This design comes from an exercise in tuning for small area, a short achievable clock period and few clock cycles on the open sky130 flow, not from production work. Only simulation tests tie the RTL to the original design; equivalence was not proved. Power figures rest on the tool's default switching activity, not on a simulated workload.

==> run R: inputs <==
==> flow/design.v <==
module rf_ao222 (
    input  [2:0]  s,
    input  [31:0] a,
    input  [31:0] b,
    input  [31:0] c,
    output [31:0] yn
);
assign yn = ~(({32{s[0]}} & a) | ({32{s[1]}} & b) | ({32{s[2]}} & c));
endmodule
`timescale 1ns / 1ps
module cpu_top (
    input               clk,
    input               rst_n,
    output      [31:0]  ext_pc,
    input       [31:0]  imem_rdata,
    output      [8:0]   dmem_addr,
    output              dmem_en,
    output      [3:0]   dmem_we,
    output      [31:0]  dmem_wdata,
    input       [31:0]  dmem_rdata
);
reg  [31:0] pc_f;
reg         d_valid;
reg  [31:0] d_ins;
reg  [31:0] d_pc;
reg  [33:1] d_s1, d_s2;
reg         e_wen, e_ld, e_mem, e_jalr;
reg         e_beq, e_bne, e_blt, e_bge, e_bltu, e_bgeu;
reg  [3:0]  e_we;
reg  [4:0]  e_rd;
reg  [31:0] e_a, e_b;
reg  [31:0] e_sd;            
reg         e_fa_m, e_fb_m;  
reg         e_sub;
reg         e_r_add, e_r_slt, e_r_sltu, e_r_xor, e_r_or, e_r_and;
reg         e_r_sll, e_r_sr, e_r_b, e_r_link;
reg         e_sra;
reg  [6:0]  e_ea;            
reg  [1:0]  e_off;           
reg  [2:0]  e_f3;
reg         m_wen, m_ld;
reg  [4:0]  m_rd;
reg  [31:0] m_res;
reg  [1:0]  m_off;
reg  [2:0]  m_f3;
reg         w_wen;
reg  [4:0]  w_rd;
reg  [31:0] w_res;
reg  [31:0] rf [1:31];
wire [31:0] alu_sum;
wire        e_jr;
reg  [31:0] ldata;
wire [6:0] opc = d_ins[6:0];
wire [2:0] f3  = d_ins[14:12];
wire [4:0] rd  = d_ins[11:7];
wire [4:0] rs1 = d_ins[19:15];
wire [4:0] rs2 = d_ins[24:20];
wire is_lui   = (opc == 7'b0110111);
wire is_auipc = (opc == 7'b0010111);
wire is_jal   = (opc == 7'b1101111);
wire is_jalr  = (opc == 7'b1100111);
wire is_br    = (opc == 7'b1100011);
wire is_ld    = (opc == 7'b0000011);
wire is_st    = (opc == 7'b0100011);
wire is_opi   = (opc == 7'b0010011);
wire is_op    = (opc == 7'b0110011);
wire is_halt  = (d_ins == 32'h00000073) || (d_ins == 32'h00100073);
wire use1    = is_jalr | is_br | is_ld | is_st | is_opi | is_op;
wire use2    = is_br | is_st | is_op;
wire need1_d = is_ld | is_st;              
wire wr      = (is_lui | is_auipc | is_jal | is_jalr | is_ld | is_opi | is_op) &&
               (rd != 5'd0);
wire [31:0] imm_i = {{20{d_ins[31]}}, d_ins[31:20]};
wire [31:0] imm_s = {{20{d_ins[31]}}, d_ins[31:25], d_ins[11:7]};
wire [31:0] imm_b = {{20{d_ins[31]}}, d_ins[7], d_ins[30:25], d_ins[11:8], 1'b0};
wire [31:0] imm_u = {d_ins[31:12], 12'd0};
wire [31:0] imm_j = {{12{d_ins[31]}}, d_ins[19:12], d_ins[20], d_ins[30:21], 1'b0};
wire [31:0] v1, v2;
wire [31:0] yn1 [0:10];
wire [31:0] yn2 [0:10];
genvar gi;
generate
    for (gi = 0; gi < 10; gi = gi + 1) begin : g_rd
        rf_ao222 u_r1 (.s(d_s1[3*gi+3:3*gi+1]), .a(rf[3*gi+1]), .b(rf[3*gi+2]),
                       .c(rf[3*gi+3]), .yn(yn1[gi]));
        rf_ao222 u_r2 (.s(d_s2[3*gi+3:3*gi+1]), .a(rf[3*gi+1]), .b(rf[3*gi+2]),
                       .c(rf[3*gi+3]), .yn(yn2[gi]));
    end
endgenerate
rf_ao222 u_r1x (.s(d_s1[33:31]), .a(rf[31]), .b(m_res), .c(w_res), .yn(yn1[10]));
rf_ao222 u_r2x (.s(d_s2[33:31]), .a(rf[31]), .b(m_res), .c(w_res), .yn(yn2[10]));
assign v1 = ~(yn1[0] & yn1[1] & yn1[2] & yn1[3] & yn1[4] & yn1[5] & yn1[6] &
              yn1[7] & yn1[8] & yn1[9] & yn1[10]);
assign v2 = ~(yn2[0] & yn2[1] & yn2[2] & yn2[3] & yn2[4] & yn2[5] & yn2[6] &
              yn2[7] & yn2[8] & yn2[9] & yn2[10]);
wire e1  = e_wen && (e_rd == rs1);
wire e2  = e_wen && (e_rd == rs2);
wire ml1 = m_wen && m_ld && (m_rd == rs1);
wire ml2 = m_wen && m_ld && (m_rd == rs2);
wire ld_use = e_ld && ((use1 && e1) || (use2 && e2));
wire d_dep  = (need1_d && (e1 || ml1)) ||
              (is_st && e2);             
wire hold   = d_valid && (ld_use || d_dep || is_halt);
wire [31:0] rv1 = ml1 ? ldata : v1;
wire [31:0] rv2 = ml2 ? ldata : v2;
wire [31:0] jal_tgt = d_pc + imm_j;
wire [31:0] br_tgt  = d_pc + imm_b;
wire        d_taken = d_valid && is_jal;
wire [8:0]  ea = v1[8:0] + (is_st ? imm_s[8:0] : imm_i[8:0]);
reg  [3:0]  we;
always @(*) begin
    case (f3[1:0])
        2'b00:   we = 4'b0001 << ea[1:0];
        2'b01:   we = (ea[1:0] == 2'b00) ? 4'b0011 :
                      (ea[1:0] == 2'b10) ? 4'b1100 : 4'b0000;
        2'b10:   we = 4'b1111;
        default: we = 4'b0001 << ea[1:0];
    endcase
end
wire alu_rr  = is_opi | is_op;
wire r_add   = (alu_rr & (f3 == 3'b000)) | is_auipc;
wire r_slt   = alu_rr & (f3 == 3'b010);
wire r_sltu  = alu_rr & (f3 == 3'b011);
wire r_xor   = alu_rr & (f3 == 3'b100);
wire r_or    = alu_rr & (f3 == 3'b110);
wire r_and   = alu_rr & (f3 == 3'b111);
wire r_sll   = alu_rr & (f3 == 3'b001);
wire r_sr    = alu_rr & (f3 == 3'b101);
wire r_b     = is_lui;
wire r_link  = is_jal | is_jalr;
wire pass = d_valid && !hold && !e_jr;     
wire        redir = d_taken && !hold;
wire [31:0] pc_nt = pc_f + {29'd0, !hold, 2'b00};
wire [31:0] pc_d  = redir ? jal_tgt : pc_nt;
wire [31:0] pc_e  = e_jalr ? {alu_sum[31:1], 1'b0} : e_sd;
always @(posedge clk or negedge rst_n) begin
    if (!rst_n) begin
        pc_f    <= 32'd0;
        d_valid <= 1'b0;
    end else begin
        pc_f    <= e_jr ? pc_e : pc_d;
        d_valid <= !e_jr && (hold ? d_valid : !redir);
    end
end
wire [4:0] n_rs1 = hold ? rs1 : imem_rdata[19:15];
wire [4:0] n_rs2 = hold ? rs2 : imem_rdata[24:20];
wire       n_e1  = e_wen && (e_rd == n_rs1);
wire       n_e2  = e_wen && (e_rd == n_rs2);
wire       n_m1  = m_wen && (m_rd == n_rs1);
wire       n_m2  = m_wen && (m_rd == n_rs2);
reg  [33:1] n_s1, n_s2;
integer q;
always @(*) begin
    for (q = 1; q < 32; q = q + 1) begin
        n_s1[q] = !n_e1 && !n_m1 && (n_rs1 == q);
        n_s2[q] = !n_e2 && !n_m2 && (n_rs2 == q);
    end
    n_s1[32] = n_e1 && !e_ld;
    n_s2[32] = n_e2 && !e_ld;
    n_s1[33] = !n_e1 && n_m1;
    n_s2[33] = !n_e2 && n_m2;
end
always @(posedge clk) begin
    if (!hold) begin
        d_ins <= imem_rdata;
        d_pc  <= pc_f;
    end
    d_s1 <= n_s1;
    d_s2 <= n_s2;
end
always @(posedge clk or negedge rst_n) begin
    if (!rst_n) begin
        e_wen  <= 1'b0;
        e_ld   <= 1'b0;
        e_mem  <= 1'b0;
        e_jalr <= 1'b0;
        e_beq  <= 1'b0;
        e_bne  <= 1'b0;
        e_blt  <= 1'b0;
        e_bge  <= 1'b0;
        e_bltu <= 1'b0;
        e_bgeu <= 1'b0;
        e_we   <= 4'd0;
    end else begin
        e_wen  <= pass & wr;
        e_ld   <= pass & is_ld;
        e_mem  <= pass & (is_ld | is_st);
        e_jalr <= pass & is_jalr;
        e_beq  <= pass & is_br & (f3 == 3'b000);
        e_bne  <= pass & is_br & (f3 == 3'b001);
        e_blt  <= pass & is_br & (f3 == 3'b100);
        e_bge  <= pass & is_br & (f3 == 3'b101);
        e_bltu <= pass & is_br & (f3 == 3'b110);
        e_bgeu <= pass & is_br & (f3 == 3'b111);
        e_we   <= (pass & is_st) ? we : 4'd0;
    end
end
always @(posedge clk) begin
    e_rd     <= rd;
    e_a      <= is_auipc ? d_pc : rv1;
    e_b      <= (is_op | is_br) ? rv2 : (is_lui | is_auipc) ? imm_u : imm_i;
    e_sd     <= is_br ? br_tgt :
                (is_jal | is_jalr) ? pc_f :               
                (f3[1:0] == 2'b00) ? {4{rv2[7:0]}} :
                (f3[1:0] == 2'b01) ? {2{rv2[15:0]}} : rv2;
    e_fa_m   <= use1 && e1;
    e_fb_m   <= (is_op | is_br) && e2;
    e_sub    <= is_op & d_ins[30] & (f3 == 3'b000);
    e_r_add  <= r_add;
    e_r_slt  <= r_slt;
    e_r_sltu <= r_sltu;
    e_r_xor  <= r_xor;
    e_r_or   <= r_or;
    e_r_and  <= r_and;
    e_r_sll  <= r_sll;
    e_r_sr   <= r_sr;
    e_r_b    <= r_b;
    e_r_link <= r_link;
    e_sra    <= d_ins[30];
    e_ea     <= ea[8:2];
    e_off    <= ea[1:0];
    e_f3     <= f3;
end
wire [31:0] a = e_fa_m ? m_res : e_a;
wire [31:0] b = e_fb_m ? m_res : e_b;
assign alu_sum = a + (b ^ {32{e_sub}}) + {31'd0, e_sub};
wire [31:0] bx = a ^ b;
wire        eq = ~|bx;
reg  [31:0] lt_l [0:5];
reg  [31:0] lt_e [0:5];
integer j, m;
always @(*) begin
    for (j = 0; j < 31; j = j + 1) begin
        lt_l[0][j] = ~a[j] & b[j];
        lt_e[0][j] = ~bx[j];
    end
    lt_l[0][31] = 1'b0;
    lt_e[0][31] = 1'b1;
    for (m = 1; m < 6; m = m + 1) begin
        for (j = 0; j < 32; j = j + 1) begin
            if (j < (32 >> m)) begin
                lt_l[m][j] = lt_l[m-1][2*j+1] | (lt_e[m-1][2*j+1] & lt_l[m-1][2*j]);
                lt_e[m][j] = lt_e[m-1][2*j+1] & lt_e[m-1][2*j];
            end else begin
                lt_l[m][j] = 1'b0;
                lt_e[m][j] = 1'b0;
            end
        end
    end
end
wire lt_lo = lt_l[5][0];
wire ltu   = (~a[31] & b[31]) | (~bx[31] & lt_lo);
wire lts   = ( a[31] & ~b[31]) | (~bx[31] & lt_lo);
assign e_jr = e_jalr | (e_beq & eq) | (e_bne & ~eq) | (e_blt & lts) |
              (e_bge & ~lts) | (e_bltu & ltu) | (e_bgeu & ~ltu);
wire        fill = e_r_sr & e_sra & a[31];
reg  [31:0] sh_in, sh_rev;
integer k;
always @(*) begin
    for (k = 0; k < 32; k = k + 1) sh_in[k] = e_r_sll ? a[31-k] : a[k];
end
wire [31:0] sh1 = b[0] ? {{1{fill}},  sh_in[31:1]}  : sh_in;
wire [31:0] sh2 = b[1] ? {{2{fill}},  sh1[31:2]}    : sh1;
wire [31:0] sh4 = b[2] ? {{4{fill}},  sh2[31:4]}    : sh2;
wire [31:0] sh8 = b[3] ? {{8{fill}},  sh4[31:8]}    : sh4;
wire [31:0] shr = b[4] ? {{16{fill}}, sh8[31:16]}   : sh8;
always @(*) begin
    for (k = 0; k < 32; k = k + 1) sh_rev[k] = shr[31-k];
end
wire [31:0] alu = ({32{e_r_add}}  & alu_sum) |
                  ({32{e_r_xor}}  & bx) |
                  ({32{e_r_or}}   & (a | b)) |
                  ({32{e_r_and}}  & (a & b)) |
                  ({32{e_r_sll}}  & sh_rev) |
                  ({32{e_r_sr}}   & shr) |
                  ({32{e_r_b}}    & b) |
                  ({32{e_r_link}} & e_sd) |
                  {31'd0, (e_r_slt & lts) | (e_r_sltu & ltu)};
assign ext_pc     = pc_f;
assign dmem_addr  = {2'b00, e_ea};
assign dmem_en    = e_mem;
assign dmem_we    = e_we;
assign dmem_wdata = e_sd;
always @(posedge clk or negedge rst_n) begin
    if (!rst_n) begin
        m_wen <= 1'b0;
        m_ld  <= 1'b0;
    end else begin
        m_wen <= e_wen;
        m_ld  <= e_ld;
    end
end
always @(posedge clk) begin
    m_rd  <= e_rd;
    m_res <= alu;
    m_off <= e_off;
    m_f3  <= e_f3;
end
always @(*) begin
    case (m_f3[1:0])
        2'b01: begin
            case (m_off)
                2'b00:   ldata = {{16{dmem_rdata[15] & ~m_f3[2]}}, dmem_rdata[15:0]};
                2'b10:   ldata = {{16{dmem_rdata[31] & ~m_f3[2]}}, dmem_rdata[31:16]};
                default: ldata = 32'd0;
            endcase
        end
        2'b10:   ldata = dmem_rdata;
        default: begin
            case (m_off)
                2'b00: ldata = {{24{dmem_rdata[7]  & ~m_f3[2]}}, dmem_rdata[7:0]};
                2'b01: ldata = {{24{dmem_rdata[15] & ~m_f3[2]}}, dmem_rdata[15:8]};
                2'b10: ldata = {{24{dmem_rdata[23] & ~m_f3[2]}}, dmem_rdata[23:16]};
                2'b11: ldata = {{24{dmem_rdata[31] & ~m_f3[2]}}, dmem_rdata[31:24]};
            endcase
        end
    endcase
end
always @(posedge clk or negedge rst_n) begin
    if (!rst_n) w_wen <= 1'b0;
    else        w_wen <= m_wen;
end
always @(posedge clk) begin
    w_rd  <= m_rd;
    w_res <= m_ld ? ldata : m_res;
end
always @(posedge clk) begin
    if (w_wen) rf[w_rd] <= w_res;
end
endmodule
==> flow/flow/run.sh <==
#!/bin/bash
set -euo pipefail
MARGIN=$(cat flow/margin.txt)
bash standard.sh finish SETUP_SLACK_MARGIN=$MARGIN > flow_make.log 2>&1
==> flow/flow/margin.txt <==
6.5
==> flow/standard.sh <==
#!/bin/bash
# synth_recipe.tcl (not shown) runs the flow's synth.tcl, then flattens the netlist and writes it again
# the make line also repeats each setting of config.mk as NAME=value (left out here)
make -C /OpenROAD-flow-scripts/flow DESIGN_CONFIG=/design/flow/config.mk WORK_HOME=/design/flow/orfs CLKGATE_MAP_FILE= SYNTH_SCRIPT=/design/flow/synth_recipe.tcl "${@:-finish}"
==> flow/config.mk <==
export PLATFORM = sky130hd
export DESIGN_NAME = cpu_top
export DESIGN_NICKNAME = cpu_top
export VERILOG_FILES = /design/flow/design.v
export SDC_FILE = /design/flow/constraint.sdc
export NUM_CORES = 4
export LEC_CHECK = 0
export CAP_MARGIN = 20
export CORE_MARGIN = 2
export CORE_UTILIZATION = 30
export PLACE_DENSITY = 0.45
export SLEW_MARGIN = 20
export SYNTH_HIERARCHICAL = 1
==> flow/constraint.sdc <==
create_clock -name core_clock -period 10.0 [get_ports {clk}]
set_input_delay 2.0000 -clock core_clock [delete_from_list [all_inputs] [get_ports {clk}]]
set_output_delay 2.0000 -clock core_clock [all_outputs]
set_load 0.01 [all_outputs]
==> inputs of run X, as changes to run R <==
==> flow/flow/run.sh (replaced) <==
#!/bin/bash
set -euo pipefail
MARGIN=$(cat flow/margin.txt)
bash standard.sh finish SETUP_SLACK_MARGIN=$MARGIN \
    "BUFFER_PORTS_ARGS=-buffer_cell sky130_fd_sc_hd__buf_2" > flow_make.log 2>&1
==> flow/flow/margin.txt (replaced) <==
6.0
- CORE_UTILIZATION: 30 -> 40
- CTS_CLUSTER_DIAMETER: unset -> 60
- CTS_CLUSTER_SIZE: unset -> 30
- PLACE_DENSITY: 0.45 -> 0.55
==> inputs of run H, as changes to run R <==
==> flow/run.sh (new file) <==
#!/bin/bash
# synth_recipe.tcl (not shown) runs the flow's synth.tcl, then flattens the netlist and writes it again
# the make line also repeats each setting of config.mk as NAME=value (left out here)
make -C /OpenROAD-flow-scripts/flow DESIGN_CONFIG=/design/flow/config.mk WORK_HOME=/design/flow/orfs CLKGATE_MAP_FILE= SYNTH_SCRIPT=/design/flow/synth_recipe.tcl finish
- SETUP_SLACK_MARGIN: unset -> 5
removed: flow/flow/run.sh
removed: flow/flow/margin.txt
removed: flow/standard.sh
==> qor summary <==
item                                                                         run H                    run R                    run X
Run status                                                 complete, no violations  complete, no violations  complete, no violations
Vias                                                                        54,079                   56,615                   55,497
Delay of the slowest cell on the worst path                                0.70 ns                  0.42 ns                  0.41 ns
Clock power frac                                                             0.376                    0.357                    0.341
Pin count of the biggest net entering global routing                            59                       57                       56
Worst-path maximum fanout                                                       58                        7                        8
Final weighted congestion in routability-driven placement                    0.954                    0.976                     1.02
Worst endpoint data arrival time                                           5.60 ns                  4.61 ns                  4.76 ns
LEAKAGE                                                                    26.3 nW                  28.7 nW                  26.8 nW
Multi-input gates                                                            3,344                    3,353                    3,348
Multi-input gate area                                                   25,900 µm²               28,300 µm²               27,000 µm²
Fillers                                                                     21,883                   21,600                   15,144
Final critical-path share of the clock period                                0.494                    0.389                    0.411
Number of placed instances, taps included                                    8,156                    8,160                    7,376
Routed met1 length                                                      126,000 µm               130,000 µm               113,000 µm
Initial antenna violation count                                                 20                       16                       25
Critical path destination                                        m_res[29]$_DFF_P_       pc_f[31]$_DFF_PN0_       pc_f[16]$_DFF_PN0_
Maximum level of the CTS H-tree                                                  4                        4                        3
Tightest slew margin relative to the limit                                   0.196                    0.258                    0.131
Width of the chip                                                           476 µm                   476 µm                   413 µm
Proportion of cell area occupied by registers                                0.500                    0.470                    0.502
Worst Max-Slew Pin Slew                                                    1.19 ns                  1.10 ns                  1.29 ns
Well tap count                                                               2,975                    2,975                    2,204
Post-DP HPWL                                                            219,000 µm               218,000 µm               201,000 µm
Area of the core                                                       222,000 µm²              222,000 µm²              167,000 µm²
Required time of the critical path                                        10.66 ns                 10.72 ns                 10.65 ns
Design internal power                                                      10.9 mW                  11.1 mW                  10.1 mW
Testbench counts of run R, summed over its fixed seeds: cycles 75,094.
Testbench counts of run X, summed over its fixed seeds: cycles 75,094.
Testbench counts of run H, summed over its fixed seeds: cycles 75,094.

re-timing with driven ports:
How much do the figures lean on ideal ports? The routed layouts below were timed once more, with nothing changed but the port constraints.
Step 1: set_driving_cell puts a clkbuf_16 on clk and a buf_2 on each other input, an assumption about the parent block.
Step 2 times the ports against the registers' clock, not the clock port: input delays grow and output delays shrink by t, the midpoint of the rising clock arrivals with the driver on.
a / b / c = ideal ports / drivers / drivers and shift; a / b = the first two.
| run | t, ns | slack for setup (ns) | worst setup path at the end | slew at the worst register clock pin (ns) |
|---|---|---|---|---|
| run R | 0.899 | 6.108 / 6.108 / 5.540 | input to register | 0.07 / 0.07 |
| run X | 0.880 | 5.888 / 5.888 / 5.233 | input to register | 0.09 / 0.09 |
| run H | 0.897 | 5.062 / 5.062 / 4.542 | input to register | 0.07 / 0.07 |
After both steps every run listed still meets setup and hold. For run X, which loses most, drivers alone change the setup slack by 0.000 ns; drivers and shift together by -0.655 ns.
